This design comes from an exercise in tuning for small area on the open sky130 flow, not from production work. The RTL was checked by simulation tests, not by an equivalence proof against the original design. No activity file was given, so power comes from the tool's default toggle rates.

Design top, start of the top module:
module top(
    input  wire clk, reset, raw_up, raw_down, raw_left, raw_right, raw_attack,
    output wire Hsync, Vsync,
    output wire [3:0] vgaRed,
    output wire [3:0] vgaGreen,
    output wire [3:0] vgaBlue,
    output wire [14:0] lives,
    output wire [3:0] an,
    output wire [6:0] seg
);
==> flow/config.mk <==
export PLATFORM = sky130hd
export DESIGN_NAME = top
export DESIGN_NICKNAME = top
export VERILOG_FILES = /design/flow/design.v
export SDC_FILE = /design/flow/constraint.sdc
export NUM_CORES = 4
export LEC_CHECK = 0
export CAP_MARGIN = 20
export CORE_MARGIN = 2
export CORE_UTILIZATION = 40
export SLEW_MARGIN = 20
==> flow/constraint.sdc <==
create_clock -name core_clock -period 10.0 [get_ports {clk}]
set_input_delay 2.0000 -clock core_clock [delete_from_list [all_inputs] [get_ports {clk}]]
set_output_delay 2.0000 -clock core_clock [all_outputs]
set_load 0.01 [all_outputs]
standard.sh (not shown) runs the stock make flow with config.mk's settings and CLKGATE_MAP_FILE= SYNTH_SCRIPT=/design/flow/synth_recipe.tcl, a recipe that flattens the netlist after the stock synthesis.
==> flow/flow/run.sh <==
#!/bin/bash
# Own layout flow: the standard synthesis and ORFS flow, with
#  - synthesis buffers removed, the combinational logic resynthesised for area
#    (OpenROAD restructure) and every logic cell set to its smallest drive
#    strength right after synthesis (POST_SYNTH hook), timing is repaired later
#    by the standard resizer steps;
#  - port buffers of the smallest buffer cell;
#  - CTS without dummy loads, with small clock buffers.
set -euo pipefail
W=$(pwd)
# liberty without the platform's dont-use cells, for restructure's abc run
python3 "$W/flow/striplib.py" "$FLOW_HOME/platforms/sky130hd/lib/sky130_fd_sc_hd__tt_025C_1v80.lib" "$W/rmp.lib" 'lpflow|probe' > "$W/log_striplib.txt" 2>&1
export FLOW_RMP_LIB="$W/rmp.lib"
KNOBS=(
  "POST_SYNTH_TCL=$W/flow/post_synth.tcl"
  "BUFFER_PORTS_ARGS=-buffer_cell sky130_fd_sc_hd__buf_1"
  "CTS_ARGS=-sink_clustering_enable -repair_clock_nets -dont_use_dummy_load -buf_list {sky130_fd_sc_hd__clkbuf_2 sky130_fd_sc_hd__clkbuf_4 sky130_fd_sc_hd__clkbuf_8}"
)
bash standard.sh "${KNOBS[@]}" synth > "$W/log_synth.txt" 2>&1
bash standard.sh "${KNOBS[@]}" finish > "$W/log_finish.txt" 2>&1
==> flow/flow/post_synth.tcl <==
# Replace every combinational cell with the smallest-area cell of the same function and footprint.
proc my_downsize {} {
  set n 0
  set saved 0.0
  foreach inst [get_cells *] {
    set lc [get_lib_cells -of_objects $inst]
    set name [get_full_name $lc]
    set cname [get_name $lc]
    if {[regexp {df|dl|sdf|edf|conb|tap|fill|decap|clkbuf|clkinv|clkdly|dlygate|dlymetal|buf_|bufinv|inv_} $cname]} { continue }
    set eq [sta::find_equiv_cells $lc]
    set best $lc
    set barea [get_property $lc area]
    foreach c $eq {
      set cn [get_name $c]
      if {[regexp {lpflow|probe} $cn]} { continue }
      if {[regexp {probe|lpflow} $cn]} { continue }
      set a [get_property $c area]
      if {$a < $barea} { set best $c; set barea $a }
    }
    if {$best != $lc} {
      set saved [expr {$saved + [get_property $lc area] - $barea}]
      replace_cell $inst $best
      incr n
    }
  }
  puts "my_downsize: replaced $n cells, saved $saved um2"
}

sta::make_equiv_cells [sta::get_libs *]
remove_buffers
# area-oriented resynthesis of the combinational logic (OpenROAD rmp / abc)
file mkdir $::env(RESULTS_DIR)/rmp
restructure -target area -liberty_file [file normalize [file join [file dirname [info script]] .. rmp.lib]] \
  -tielo_port sky130_fd_sc_hd__conb_1/LO -tiehi_port sky130_fd_sc_hd__conb_1/HI \
  -work_dir $::env(RESULTS_DIR)/rmp
my_downsize
==> flow/flow/striplib.py <==
#!/usr/bin/env python3
# Copy a liberty file without the cells whose names match a pattern (dont-use cells).
import re, sys
src, dst, pat = sys.argv[1], sys.argv[2], re.compile(sys.argv[3])
text = open(src).read()
out = []
i = 0
cell_re = re.compile(r'\n(\s*)cell\s*\(\s*"?([\w]+)"?\s*\)\s*\{')
while True:
    m = cell_re.search(text, i)
    if not m:
        out.append(text[i:]); break
    # find matching brace
    j = m.end(); depth = 1
    while depth:
        c = text[j]
        if c == '{': depth += 1
        elif c == '}': depth -= 1
        j += 1
    out.append(text[i:m.start()])
    if not pat.search(m.group(2)):
        out.append(text[m.start():j])
    i = j
open(dst, 'w').write(''.join(out))
The starting point completed without violations.
Rerun with:
--- a/flow/flow/run.sh
+++ b/flow/flow/run.sh
@@ -3,2 +3 @@
-#  - synthesis buffers removed, the combinational logic resynthesised for area
-#    (OpenROAD restructure) and every logic cell set to its smallest drive
+#  - synthesis buffers removed and every logic cell set to its smallest drive
@@ -11,3 +9,0 @@
-# liberty without the platform's dont-use cells, for restructure's abc run
-python3 "$W/flow/striplib.py" "$FLOW_HOME/platforms/sky130hd/lib/sky130_fd_sc_hd__tt_025C_1v80.lib" "$W/rmp.lib" 'lpflow|probe' > "$W/log_striplib.txt" 2>&1
-export FLOW_RMP_LIB="$W/rmp.lib"
--- a/flow/flow/post_synth.tcl
+++ b/flow/flow/post_synth.tcl
@@ -31,5 +30,0 @@
-# area-oriented resynthesis of the combinational logic (OpenROAD rmp / abc)
-file mkdir $::env(RESULTS_DIR)/rmp
-restructure -target area -liberty_file [file normalize [file join [file dirname [info script]] .. rmp.lib]] \
-  -tielo_port sky130_fd_sc_hd__conb_1/LO -tiehi_port sky130_fd_sc_hd__conb_1/HI \
-  -work_dir $::env(RESULTS_DIR)/rmp
removed: flow/flow/striplib.py
Utilization decreases by 0.27 points.
Worst hold slack degrades by 0.0089 ns.
Critical path depth decreases by 4.
Setup slack improves by 0.16 ns.
Via count increases by 2.2%.
Rerun with:
==> flow/run.sh (new file) <==
#!/bin/bash
# synth_recipe.tcl (not shown) runs the flow's synth.tcl, then flattens the netlist and writes it again
# the make line also repeats each setting of config.mk as NAME=value (left out here)
make -C /OpenROAD-flow-scripts/flow DESIGN_CONFIG=/design/flow/config.mk WORK_HOME=/design/flow/orfs CLKGATE_MAP_FILE= SYNTH_SCRIPT=/design/flow/synth_recipe.tcl finish
removed: flow/flow/run.sh
removed: flow/flow/post_synth.tcl
removed: flow/standard.sh
After rerunning:
- worst setup slack loses 0.53 ns
- die area rose by 8.0%
- routed wire length rose by 4.0%
- sequential power barely changes
- total power rose by 22%
- cell count rose by 1.8%
- worst hold slack gains 0.014 ns

==> afterwards: timing with drivers on the ports <==
Ports are ideal in the flow. The routed layouts listed here were re-timed in OpenROAD. Step 1 (the two cells are an assumption about what drives the block):
set clk [get_ports {clk}]
set_driving_cell -lib_cell sky130_fd_sc_hd__clkbuf_16 $clk
set_driving_cell -lib_cell sky130_fd_sc_hd__buf_2 [delete_from_list [all_inputs] $clk]
Step 2 also shifts input and output timing later by t, the mid clock arrival at the registers, as if the neighbouring blocks saw the same clock. Slacks: ideal ports / drivers / drivers and shift; pairs: ideal ports / drivers.
| run | t, ns | setup slack, ns | hold slack, ns | worst setup path at the end | worst data-port slew with drivers (ns) |
|---|---|---|---|---|---|
| the first run | 0.389 | 4.879 / 4.845 / 5.234 | 0.424 / 0.424 / 0.424 | register to output | 0.03 |
| the second run | 0.404 | 5.039 / 5.005 / 5.409 | 0.415 / 0.415 / 0.415 | register to output | 0.03 |
| the third run | 0.382 | 4.505 / 4.470 / 4.851 | 0.428 / 0.428 / 0.428 | register to output | 0.03 |
After both steps every run listed still meets setup and hold.
